This design comes from an exercise in tuning for small area and a short achievable clock period on the open sky130 flow, not from production work.
No run shown here included a check of the RTL's function; only the layout flow was run.

==> flow/design.v, too long to show whole: its modules and the start of the top module <==
// module HA: 6 lines
// module COS_LUT: 144 lines
// module FA: 6 lines
// module fft_butterfly: 2409 lines
module fft_butterfly(clk, rst, in_valid, k,
                     ar, ai, br, bi,
                     out_valid, y0r, y0i, y1r, y1i);
  // ...
==> flow/flow/run.sh <==
#!/bin/bash
# Layout flow: the standard ORFS flow (standard.sh, unchanged synthesis),
# with two changes to how the layout is made:
#  - the port buffers are sky130_fd_sc_hd__buf_1 cells instead of the delay
#    buffers buffer_ports picks by default (every port still gets a buffer);
#  - ORFS's repair_timing steps aim at a setup margin of SETUP_MARGIN ns below
#    the 10 ns clock, so they size up the slowest paths.
# The clock period and constraints are the design's. Each tool's output goes
# to flow.log here; ORFS keeps its per-step logs under orfs/logs/.
set -euo pipefail
cd "$(dirname "$0")/.."
SETUP_MARGIN=$(cat flow/setup_margin.txt)
bash standard.sh "BUFFER_PORTS_ARGS=-buffer_cell sky130_fd_sc_hd__buf_1" \
  "SETUP_SLACK_MARGIN=$SETUP_MARGIN" finish > flow.log 2>&1
==> flow/flow/setup_margin.txt <==
6.4
==> flow/standard.sh <==
#!/bin/bash
# synth_recipe.tcl (not shown) runs the flow's synth.tcl, then flattens the netlist and writes it again
# the make line also repeats each setting of config.mk as NAME=value (left out here)
make -C /OpenROAD-flow-scripts/flow DESIGN_CONFIG=/design/flow/config.mk WORK_HOME=/design/flow/orfs CLKGATE_MAP_FILE= SYNTH_SCRIPT=/design/flow/synth_recipe.tcl "${@:-finish}"
==> flow/config.mk <==
export PLATFORM = sky130hd
export DESIGN_NAME = fft_butterfly
export DESIGN_NICKNAME = fft_butterfly
export VERILOG_FILES = /design/flow/design.v
export SDC_FILE = /design/flow/constraint.sdc
export NUM_CORES = 4
export LEC_CHECK = 0
export ABC_AREA = 1
export CAP_MARGIN = 50
export CORE_MARGIN = 2
export CORE_UTILIZATION = 60
export CTS_BUF_LIST = sky130_fd_sc_hd__clkbuf_4 sky130_fd_sc_hd__clkbuf_8
export PLACE_DENSITY = 0.72
export SLEW_MARGIN = 70
export SYNTH_HIERARCHICAL = 1
export SYNTH_MEMORY_MAX_BITS = 32768
==> flow/constraint.sdc <==
create_clock -name core_clock -period 10.0 [get_ports {clk}]
set_input_delay 2.0000 -clock core_clock [delete_from_list [all_inputs] [get_ports {clk}]]
set_output_delay 2.0000 -clock core_clock [all_outputs]
set_load 0.01 [all_outputs]
==> impl_metrics.yaml, run 1 <==
detailed_routing:
  routed-wl-met3_um: 12680
  wl_met1_um: 34770
  vias_per_cell: 6.327
floorplan:
  rows: 83
  tapCellCount: 680
  coreArea_um2: 51410
  dieArea_um2: 53870
sta:
  rsz0062_at_grt: "true"
  holdWs_ps: 304.8
  setup_tns_ps: 0
  fmax_mhz: 273.3
  fin_skew_ps: 81.41
finish:
  clock_area_share_pct: 4.348
  postLayoutCellArea_um2: 35190
  nMultiInputCombCells: 2368
  seq_share_pct: 22.35
  fin_cells: 4045
  fin_nets: 3956
  bufAreaShareNonClock_pct: 4.700
global_routing:
  use_met2_pct: 54.79
  grt_max_degree: 41
  busiest_layer: "met2"
synth:
  synth_top_area_share_pct: 28.09
  yosysTopAreaCell: "fa_1"
  syn_avg_cell_area_um2: 9.682
  ys_warn_count: 8
  synth_edf_count: 0
run_status:
  status: "finished clean"
critical_path:
  crit_slowest_cell: "fa_1"
  crit_start: "q2_n69"
  path_depth: 9
  critPathRequiredTime_ps: 10540
  worstSetupPathType: "flip-flop to flip-flop"
clock_tree:
  cts_tree: "yes"
  clkSinkCount: 389
  clk_latency_ps: 720
  hold_buffers: 0
worst_hold_path:
  hold_path.startpoint: "q2_ai_0"
placement:
  dp_slack_ps: 5981
==> run 2, diff against run 1 <==
--- a/flow/config.mk
+++ b/flow/config.mk
@@ -12,2 +12,4 @@
 export CTS_BUF_LIST = sky130_fd_sc_hd__clkbuf_4 sky130_fd_sc_hd__clkbuf_8
+export CTS_CLUSTER_DIAMETER = 60
+export CTS_CLUSTER_SIZE = 14
 export PLACE_DENSITY = 0.72
==> impl_metrics.yaml, run 2 <==
clock_tree:
  clk_pin_slew_ps: 80
  clk_latency_ps: 660
  h-tree-depth: 2
  clkSinkCount: 389
  cts_tree: "yes"
  clockBufferDepth: 3
  cts_buffers: 38
  cts-root-buf: "clkbuf_8"
  hold_buffers: 0
synth:
  async_reset_ff_share_pct: 0
  synthTopCellsByArea: "fa_1, dfxtp_1, xor2_1"
  ys_warn_count: 8
  syn_avg_cell_area_um2: 9.682
  yosysMostFrequentCell: "xor2_1"
  yosysSeqAreaShare_pct: 24.95
  yosysTopAreaCell: "fa_1"
  synth_seq_cells: 389
  synth_ff_type: "dfxtp_1"
  synth_top_area_share_pct: 28.09
  synth_cell_type_count: 50
  synth_cells: 3224
  yosys-top-cells-count: "xor2_1, fa_1, nand2_1, o22ai_1, dfxtp_1"
  synthesis.area_um2: 31210
  synth_edf_count: 0
global_routing:
  antenna_found_initial: 1
  grt-ovfl-total: 0
  grt_usage_pct: 35.47
  grt_pass1_vias: 26410
  grt_pass1_wl_um: 146500
  grt_max_degree: 41
finish:
  fin_nets: 3926
  drive_gt1_share_pct: 10.75
  reg_top3: "y0r (18), y1i (18)"
  fin_util_pct: 66.40
  syn_to_final_growth_pct: 9.343
  final_common_cell: "xor2_1"
  final_cell_mix: "xor2_1, nand2_1, fa_1, o22ai_1, dfxtp_1"
critical_path:
  crit_top_cell: "fa_1"
  crit_slowest_cell: "fa_1"
  worstSetupPathType: "flip-flop to flip-flop"
  max_stage_delay_ps: 580
  cp-end-kind: "flip-flop"
  crit_path_start_kind: "flip-flop"
  critPathMaxFanout: 33
  path_cells: "inv_1 > buf_8 > o22ai_1 > xor2_1 > fa_1 > fa_1 > fa_1 > fa_1 > fa_1"
  cp.arrival_ps: 4190
  critPathRequiredTime_ps: 10510
detailed_routing:
  drt_drc_violations_left: 0
  post_drt_wl_per_cell_um: 24.04
  drtAntennaViolNets: 0
  wl_um: 95570
  drt-initial-drc-count: 3325
  vias_per_cell: 6.345
  vias: 25220
  firstDrtPassIters: 7
sta:
  fin_skew_ps: 41.38
  period_share_pct: 36.81
  rsz0062_at_grt: "true"
  fmax_mhz: 271.6
  final_max_slew_viol_count: 0
  finalSetupViolations: 0
  fin_crit_ps: 3681
  setup_tns_ps: 0
  hold_viol_final: 0
floorplan:
  initial_core_util_pct: 60.72
  rows: 83
  dieArea_um2: 53870
  coreArea_um2: 51410
  fp.dieH_um: 232.1
  io_pins: 157
  die_w_um: 232.1
placement:
  hpwlAfterDp_um: 65160
  routabilityCongestion: 0.9771
  port_buffers: 156
run:
  max_cap_viol_count: 0
worst_hold_path:
  min_path_type: "flip-flop to flip-flop"
run_status:
  status: "finished clean"
-- run 2: changes by cell type in the layout (fill, tap and decap cells not counted), moves of 3 or more --
cell       previous run  this run
clkinv_2             11         2
bufinv_16             6         0
xor2_1              456       460
clkbuf_8             84        41
clkbuf_4             14         2
clkinv_8              2         7
o22ai_2              49        30
xor2_2               14        10
fa_2                 37        34
clkinv_4              9         6
o22ai_1             359       379
fa_1                401       404
-- run 2: per-layer routing --
| metal | vias to the layer above | share of wire (%) | track usage [%] |
|---|---|---|---|
| met5 | - | 0 | 0 |
| met4 | 0 | 6.6 | 18.15 |
| met3 | 535 | 13 | 11.63 |
| met2 | 1863 | 44 | 54.33 |
| met1 | 12120 | 36 | 45.00 |
| li1 | 10700 | - | - |
-- run 2: cells by family (layout without fill, tap and decap cells) --
group | count (synthesis) | in the layout | share of synthesized area [%]
mux | 10 | 10 | 0.3608
xor+xnor | 498 | 498 | 14.15
compound gates | 617 | 617 | 11.98
simple gates | 672 | 672 | 9.063
flops | 389 | 389 | 24.95
buf+inv | 476 | 537 | 6.461
other cells | 1 | 11 | 0.01201
fa+ha+maj | 561 | 561 | 33.02
-- run 2: final timing paths --
path	from	end	slack, ps	cells past startpoint
min reg2reg	q1_bi_0	q2_bi_0	320	0
max	q2_n51	q3_n1354	6320	9
min	q1_bi_0	q2_bi_0	320	0
max reg2reg	q2_n51	q3_n1354	6320	9
-- run 2: layout make-up --
type | instances | area (µm²)
Multi-Input combinational cell | 2368 | 21930
Fill cell | 4052 | 17270
Sequential cell | 389 | 7868
Timing Repair Buffer | 231 | 1647
Inverter | 251 | 1135
Tap cell | 680 | 850.8
Clock buffer | 43 | 579.3
Clock inverter | 10 | 101.3
Timing Repair inverter | 2 | 17.52
Antenna cell | 1 | 2.502
-- run 2: repair_timing --
action	4_1_cts	5_1_grt
resized for setup	81	103
endpoints found under the setup margin	71	55
buffers inserted	10	8
pin swaps	7	16
cloned	2	6
-- run 2: worst max-delay path, delay by kind of cell (launching register included) --
| family | cells | cell delay, ps |
|---|---|---|
| AOI/OAI and AO/OA | 1 | 180 |
| buffers and inverters | 2 | 380 |
| xor gates and xnor gates | 1 | 200 |
| DFF | 1 | 380 |
| adders and majority gates | 5 | 2340 |
-- run 2: stage by stage --
stage	setup WS, ps	hold WS, ps	cells	area [µm²]
2_1_floorplan	6518	309.6	3233	31250
6_report	6319	316.3	3975	34130
4_1_cts	6389	315.0	3957	33440
5_1_grt	6270	314.3	3975	34130
3_5_place_dp	5981	312.0	3892	32280
3_3_place_gp	5507	309.6	3889	31960
-- run 2: modules after synthesis, one instance, submodules excluded --
| module | flip-flops and latches | copies in the design |
|---|---|---|
| FA | 0 | 402 |
| HA | 0 | 44 |
| fft_butterfly | 389 | 1 |
| COS_LUT | 0 | 1 |
==> run 3, diff against run 2 <==
--- a/flow/flow/run.sh
+++ b/flow/flow/run.sh
@@ -3,3 +3,3 @@
 # with two changes to how the layout is made:
-#  - the port buffers are sky130_fd_sc_hd__buf_1 cells instead of the delay
+#  - the port buffers are sky130_fd_sc_hd__buf_2 cells instead of the delay
 #    buffers buffer_ports picks by default (every port still gets a buffer);
@@ -12,3 +12,3 @@
 SETUP_MARGIN=$(cat flow/setup_margin.txt)
-bash standard.sh "BUFFER_PORTS_ARGS=-buffer_cell sky130_fd_sc_hd__buf_1" \
+bash standard.sh "BUFFER_PORTS_ARGS=-buffer_cell sky130_fd_sc_hd__buf_2" \
   "SETUP_SLACK_MARGIN=$SETUP_MARGIN" finish > flow.log 2>&1
--- a/flow/config.mk
+++ b/flow/config.mk
@@ -10,7 +10,5 @@
 export CORE_MARGIN = 2
-export CORE_UTILIZATION = 60
+export CORE_UTILIZATION = 55
 export CTS_BUF_LIST = sky130_fd_sc_hd__clkbuf_4 sky130_fd_sc_hd__clkbuf_8
-export CTS_CLUSTER_DIAMETER = 60
-export CTS_CLUSTER_SIZE = 14
-export PLACE_DENSITY = 0.72
+export PLACE_DENSITY = 0.7
 export SLEW_MARGIN = 70
==> impl_metrics.yaml, run 3 <==
synth:
  yosysTopAreaCell: "fa_1"
  synthTopCellsByArea: "fa_1, dfxtp_1, xor2_1"
  synth_top_area_share_pct: 28.09
  async_reset_ff_share_pct: 0
  synth_ff_type: "dfxtp_1"
  ys_warn_count: 8
  synth_edf_count: 0
  synth_cells: 3224
  synth_cell_type_count: 50
  synth_seq_cells: 389
  yosysMostFrequentCell: "xor2_1"
  synthesis.area_um2: 31210
  syn_avg_cell_area_um2: 9.682
  yosysSeqAreaShare_pct: 24.95
  yosys-top-cells-count: "xor2_1, fa_1, nand2_1, o22ai_1, dfxtp_1"
detailed_routing:
  firstDrtPassIters: 9
  drtAntennaViolNets: 0
  wl_um: 98740
  post_drt_wl_per_cell_um: 23.87
  drt-initial-drc-count: 3476
  drt_drc_violations_left: 0
  vias: 25830
  vias_per_cell: 6.244
floorplan:
  coreArea_um2: 56280
  die_w_um: 242.2
  io_pins: 157
  fp.dieH_um: 242.2
  dieArea_um2: 58680
  rows: 87
  initial_core_util_pct: 55.47
global_routing:
  grt_usage_pct: 32.94
  grt_pass1_vias: 26780
  grt-ovfl-total: 0
  grt_pass1_wl_um: 150000
  antenna_found_initial: 3
  grt_max_degree: 41
sta:
  fin_skew_ps: 40.30
  fin_ws_ps: 6398
  finalSetupViolations: 0
  hold_viol_final: 0
  rsz0062_at_grt: "true"
  setup_tns_ps: 0
  final_max_slew_viol_count: 0
  period_share_pct: 36.02
  fin_crit_ps: 3602
  slew_headroom_pct: 65.57
  holdWs_ps: 319.2
  fmax_mhz: 277.7
  worst_slew_pin_slew_ps: 511.0
critical_path:
  cp-end-kind: "flip-flop"
  cp.arrival_ps: 4150
  crit_start: "q2_n69"
  crit_path_start_kind: "flip-flop"
  critPathMaxFanout: 16
  worstSetupPathType: "flip-flop to flip-flop"
  regToRegStartpoint: "q2_n69"
  critPathRequiredTime_ps: 10550
worst_hold_path:
  min_path_type: "flip-flop to flip-flop"
  hold_path.startpoint: "q2_ai_13"
run:
  max_cap_viol_count: 0
finish:
  fin_nets: 3975
  final_cell_mix: "xor2_1, nand2_1, fa_1, o22ai_1, dfxtp_1"
  syn_to_final_growth_pct: 14.44
  final_common_cell: "xor2_1"
  fin_util_pct: 63.48
  drive_gt1_share_pct: 18.56
  reg_top3: "y0r (18), y1i (18)"
clock_tree:
  clockBufferDepth: 3
  cts_buffers: 67
  clkSinkCount: 389
  h-tree-depth: 3
  clk_latency_ps: 690
  cts_tree: "yes"
  cts-root-buf: "clkbuf_8"
  clk_pin_slew_ps: 70
placement:
  port_buffers: 156
  hpwlAfterDp_um: 65340
  dp_slack_ps: 5980
  routabilityCongestion: 0.9898
run_status:
  status: "finished clean"
==> run 3: changes by cell type in the layout (fill, tap and decap cells not counted), sizes merged <==
cell / before / now
clkinvlp: 5 / 10
clkbuf: 47 / 98
bufinv: 0 / 6
inv: 237 / 235
buf: 225 / 240
clkinv: 21 / 32
bufbuf: 2 / 1
==> run 3: logic make-up after synthesis <==
| group | share of synthesized area (%) |
|---|---|
| AND/OR/NAND/NOR | 9.063 |
| multiplexers | 0.3608 |
| other | 0.01201 |
| XOR/XNOR | 14.15 |
| flip-flops | 24.95 |
| adder cells (fa/ha/maj) | 33.02 |
| AO/OA/AOI/OAI | 11.98 |
| buffers and inverters | 6.461 |
==> run 3: modules after synthesis, one instance, submodules excluded <==
module / flip-flops and latches / area [µm²]
COS_LUT: 0 / 2796
fft_butterfly: 389 / 19820
HA: 0 / 12.51
FA: 0 / 20.02
==> run 3: path summary, 6_finish.rpt <==
kind,end,slack [ps],depth (start not counted)
setup / recovery,q3_n1394,6400,10
hold / removal,q3_ai_13,320,0
setup reg to reg,q3_n1394,6400,10
hold reg to reg,q3_ai_13,320,0
==> run 3: area by class of cell <==
| type | instances | area, µm² |
|---|---|---|
| Antenna cell | 1 | 2.502 |
| Inverter | 251 | 1152 |
| Sequential cell | 389 | 7869 |
| Fill cell | 4504 | 20550 |
| Tap cell | 756 | 945.9 |
| Timing Repair Buffer | 249 | 2111 |
| Clock buffer | 90 | 1170 |
| Timing Repair inverter | 4 | 35.03 |
| Clock inverter | 28 | 357.8 |
| Multi-Input combinational cell | 2368 | 22080 |
==> run 3: timing repair <==
item,CTS,global route
hold buffers,0,0
buffers inserted,21,12
resized for setup,65,157
pin swaps,7,46
endpoints found under the setup margin,72,60
cloned,5,7
==> run 3: worst max-delay path: stages, from the launching register on <==
cell and delay [ps]:
dfxtp_4 380, clkinvlp_4 130, buf_12 150, clkbuf_16 190, o22ai_2 200, xor2_1 210, fa_1 480, fa_2 380
fa_2 380, fa_1 550, fa_1 400
==> run 3: per-layer routing <==
layer | wire, µm | track usage, % | vias up
li1 | - | - | 10830
met1 | 35290 | 41.47 | 12420
met2 | 43000 | 50.47 | 1962
met4 | 6903 | 18.46 | 2
met3 | 13540 | 10.31 | 607
met5 | 13 | 0.2451 | -
==> run 3: per-stage QoR <==
step	cells	instance area [µm²]
2_1_floorplan	3233	31250
6_report	4136	35720
3_3_place_gp	3964	32240
3_5_place_dp	3968	32570
5_1_grt	4136	35720
4_1_cts	4112	34610

[re-timing with driven ports]
The flow's constraints put no driver on any port. The routed layouts listed below were extracted and timed again, unchanged, in two steps. Step 1: set_driving_cell puts a clkbuf_16 on clk and a buf_2 on each other input, an assumption about the parent block. Step 2 also shifts input and output timing later by t, the mid clock arrival at the registers, as if the neighbouring blocks saw the same clock. Slacks: no drivers / after step 1 / after step 2; pairs: no drivers / after step 1.
run	t (ns)	setup WS [ns]	worst setup path at the end
run 1	0.734	6.340 / 6.340 / 6.340	register to register
run 2	0.705	6.319 / 6.319 / 6.319	register to register
run 3	0.732	6.398 / 6.398 / 6.398	register to register
After both steps every run listed still meets setup and hold.
